Background: an optimization exercise with open tools, aiming at small area, a short achievable clock period and few clock cycles. Do not read the settings as production practice.

==> flow/design.v (excerpt) <==
module conv #(parameter AW = 5, parameter DB = 10) (
  input         clk,
  input         rst_n,
  input  [7:0]  ifmap_data,
  output        ifmap_rdy,
  input         ifmap_vld,
  input  [7:0]  weight_data,
  output        weight_rdy,
  input         weight_vld,
  output [31:0] ofmap_data,
  input         ofmap_rdy,
  output        ofmap_vld,
  input  [15:0] config_data,
  output        config_rdy,
  input         config_vld
);
  integer i;
  genvar g, h;
  reg        cfg_rdy_r;
  reg        cfg_v;
  reg [5:0]  cfg_a;
  reg [7:0]  cfg_d;
  reg        st_r;       
  reg [4:0]  c_zm1;      
  reg [3:0]  c_pm1;      
  reg [3:0]  c_oxm1;     
  reg [1:0]  c_fxm1;     
  reg [1:0]  c_fym1;     
  reg [1:0]  c_s;        
  reg [4:0]  c_ix;       
  reg [4:0]  c_iy;       
  reg [3:0]  c_ic1m1;    
  reg [7:0]  c_oc1m1;    
  assign config_rdy = cfg_rdy_r;
  always @(posedge clk) begin
    if (!rst_n) begin
      cfg_rdy_r <= 1'b1;
      cfg_v     <= 1'b0;
      st_r      <= 1'b0;
    end else begin
      cfg_v <= config_vld & cfg_rdy_r;
      st_r  <= cfg_v && (cfg_a == 6'd34);
      if (cfg_v && cfg_a == 6'd34) cfg_rdy_r <= 1'b0;
    end
    cfg_a <= config_data[13:8];
    cfg_d <= config_data[7:0];
    if (cfg_v) begin
      case (cfg_a)
        6'd2:  c_zm1   <= cfg_d[4:0];
        6'd4:  c_pm1   <= cfg_d[3:0];
        6'd6:  c_oxm1  <= cfg_d[3:0] - 4'd1;
        6'd10: c_fxm1  <= cfg_d[1:0] - 2'd1;
        6'd12: c_fym1  <= cfg_d[1:0] - 2'd1;
        6'd14: c_s     <= cfg_d[1:0];
        6'd16: c_ix    <= cfg_d[4:0];
        6'd18: c_iy    <= cfg_d[4:0];
        6'd20: c_ic1m1 <= cfg_d[3:0] - 4'd1;
        6'd22: c_oc1m1 <= cfg_d - 8'd1;
        default: ;
      endcase
    end
  end
  reg [4:0] d_rowstep;   
  reg [4:0] d_stepfy;    
  reg [4:0] d_stepic;    
  reg [5:0] d_z;         
  reg [3:0] d_pm2, d_oxm2;
  reg [7:0] d_oc1m2;
  reg       d_ox1, d_fx1, d_fy1, d_ic11, d_oc11;
  reg [7:0] d_ins;       
  wire [4:0] dx   = c_ix - {1'b0, c_oxm1};
  wire [4:0] dyf  = c_iy - {3'b0, c_fym1};
  ...
Settings: LEC_CHECK=0, CAP_MARGIN=20, CORE_MARGIN=2, CORE_UTILIZATION=65, CTS_CLUSTER_DIAMETER=80, CTS_CLUSTER_SIZE=20, PLACE_DENSITY=0.8, SLEW_MARGIN=20; clock period 16.0 ns.
standard.sh (not shown) runs the stock make flow with config.mk's settings and CLKGATE_MAP_FILE= SYNTH_SCRIPT=/design/flow/synth_recipe.tcl, a recipe that flattens the netlist after the stock synthesis.
==> flow/flow/run.sh <==
#!/bin/bash
# Layout flow: the standard synthesis and ORFS layout, with the post-placement
# timing repair (repair_timing) asked to leave a larger setup margin, so that it
# keeps optimising paths well below the 16 ns clock. The SDC and the clock period
# are the design's own; only the optimisation target of the repair changes.
set -euo pipefail
MARGIN=${MARGIN:-11.5}
# 1. Standard synthesis, unchanged.
bash standard.sh synth > synth.log 2>&1
# 2. Floorplan to final layout with the same ORFS make command, plus the margin.
MAKECMD=$(grep '^make ' standard.sh | sed 's/"\${@:-finish}"//')
eval "$MAKECMD SETUP_SLACK_MARGIN=$MARGIN SKIP_GATE_CLONING=1 finish" > layout.log 2>&1
# 3. Write out/final.def (targets are up to date, so make does nothing here).
bash standard.sh finish > def.log 2>&1
The baseline finished but fails on antenna violations.
Change:
--- a/flow/design.v
+++ b/flow/design.v
@@ -754,67 +754,57 @@
     end
   endgenerate
   always @(posedge clk) begin
     if (t2_v) begin
       for (i = 1; i < 15; i = i + 1) ch[i] <= ch[i+1];
       ch[15] <= acc_n;
     end
     if (!rst_n)    ch[0] <= 88'd0;
     else if (t2_v) ch[0] <= t2_zero ? 88'd0 : ch[1];
   end
   reg [87:0] db [0:DB-1];
+  reg [21:0] o_r;        
+  reg        o_s;        
+  reg        ov;
   reg        navnz;      
   reg        dwr;        
-  reg [21:0] oq [0:1];   
-  reg [1:0]  qn;         
-  reg        qw, qh;     
-  reg [21:0] o_p;        
-  reg        ov;         
   wire       alloc = issue & lb & rl;
   wire [87:0] dpix = db[rp];
   wire [21:0] dval = dpix[dq*22 +: 22];
-  wire       push  = navnz & ~qn[1];
-  wire       pop   = ov & ofmap_rdy;
-  assign pdone = push & (dq == 2'd3);
+  wire       otake = navnz & (~ov | ofmap_rdy);
+  assign pdone = otake & (dq == 2'd3);
   wire [4:0] nal_a = nal + {4'd0, alloc};
   wire [4:0] nav_a = nav + {4'd0, dwr};
   wire [4:0] nal_d = nal_a - 5'd1;
   wire [4:0] nav_d = nav_a - 5'd1;
   wire [3:0] rp_i  = (rp == DB - 1) ? 4'd0 : rp + 4'd1;
-  wire [21:0] hd_pop  = qn[1] ? oq[~qh] : dval;           
-  wire [21:0] hd_stay = (qn != 2'd0) ? oq[qh] : dval;     
-  wire [1:0] qn_a = qn + {1'b0, push};
   always @(posedge clk) begin
     if (dwr) db[wp] <= ch[15];
-    if (push) oq[qw] <= dval;
-    o_p <= pop ? hd_pop : hd_stay;
+    if (otake) o_r <= dval;
+    o_s <= otake ? dval[21] : o_r[21];
     if (!rst_n) begin
       dwr   <= 1'b0;
       wp    <= 4'd0;
       rp    <= 4'd0;
       dq    <= 2'd0;
       nal   <= 5'd0;
       nav   <= 5'd0;
       navnz <= 1'b0;
-      qn    <= 2'd0;
-      qw    <= 1'b0;
-      qh    <= 1'b0;
       ov    <= 1'b0;
     end else begin
       dwr <= t2_v & t2_final & t2_real;
       if (dwr) wp <= (wp == DB - 1) ? 4'd0 : wp + 4'd1;
       if (pdone) rp <= rp_i;
-      if (push) begin
-        dq <= dq + 2'd1;
-        qw <= ~qw;
-      end
       nal   <= pdone ? nal_d : nal_a;
       nav   <= pdone ? nav_d : nav_a;
       navnz <= pdone ? (nav_d != 5'd0) : (nav_a != 5'd0);
-      if (pop) qh <= ~qh;
-      qn <= pop ? qn_a - 2'd1 : qn_a;
-      ov <= pop ? (qn_a != 2'd1) : (qn_a != 2'd0);
+      if (otake) begin
+        ov <= 1'b1;
+        dq <= dq + 2'd1;
+      end else if (ofmap_rdy) begin
+        ov <= 1'b0;
+      end
     end
   end
   assign ofmap_vld  = ov;
-  assign ofmap_data = {{10{o_p[21]}}, o_p};
+  assign ofmap_data = {{10{o_s}}, o_r};
 endmodule
Effect: This time the run finished with timing, DRC and antenna clean; worst setup slack degrades by 0.072 ns; worst hold slack degrades by 0.0094 ns; clock-buffer cell count went down by 5; wire length went up by 1.5%; critical path depth went down by 1; global-route usage went up by 1.4 points; fmax went down by 1.5%; register-to-register slack degrades by 0.05 ns.
Function was not checked in any run of this note: the RTL went through the layout flow alone.

re-timing with driven ports:
In the flow no input, the clock included, has a driving cell. The finished layouts below were timed again as built, in two steps. Step 1 (the two cells are an assumption about what drives the block):
set clk [get_ports {clk}]
set_driving_cell -lib_cell sky130_fd_sc_hd__clkbuf_16 $clk
set_driving_cell -lib_cell sky130_fd_sc_hd__buf_2 [delete_from_list [all_inputs] $clk]
Step 2 moves the port delays by t, midway between the first and last clock arrival at a register: inputs arrive t later, outputs are due t later. That takes back most of the time a late clock gives input paths. Slacks: ideal ports / drivers / drivers and shift; pairs: ideal ports / drivers.
run | shift t [ns] | setup slack, ns | hold WS [ns]
the first run | 1.036 | 11.216 / 11.114 / 10.585 | 0.348 / 0.348 / 0.348
the second run | 1.027 | 11.144 / 11.033 / 10.603 | 0.339 / 0.339 / 0.339
For the first run, which loses most, drivers alone change the setup slack by -0.102 ns; drivers and shift together by -0.631 ns.
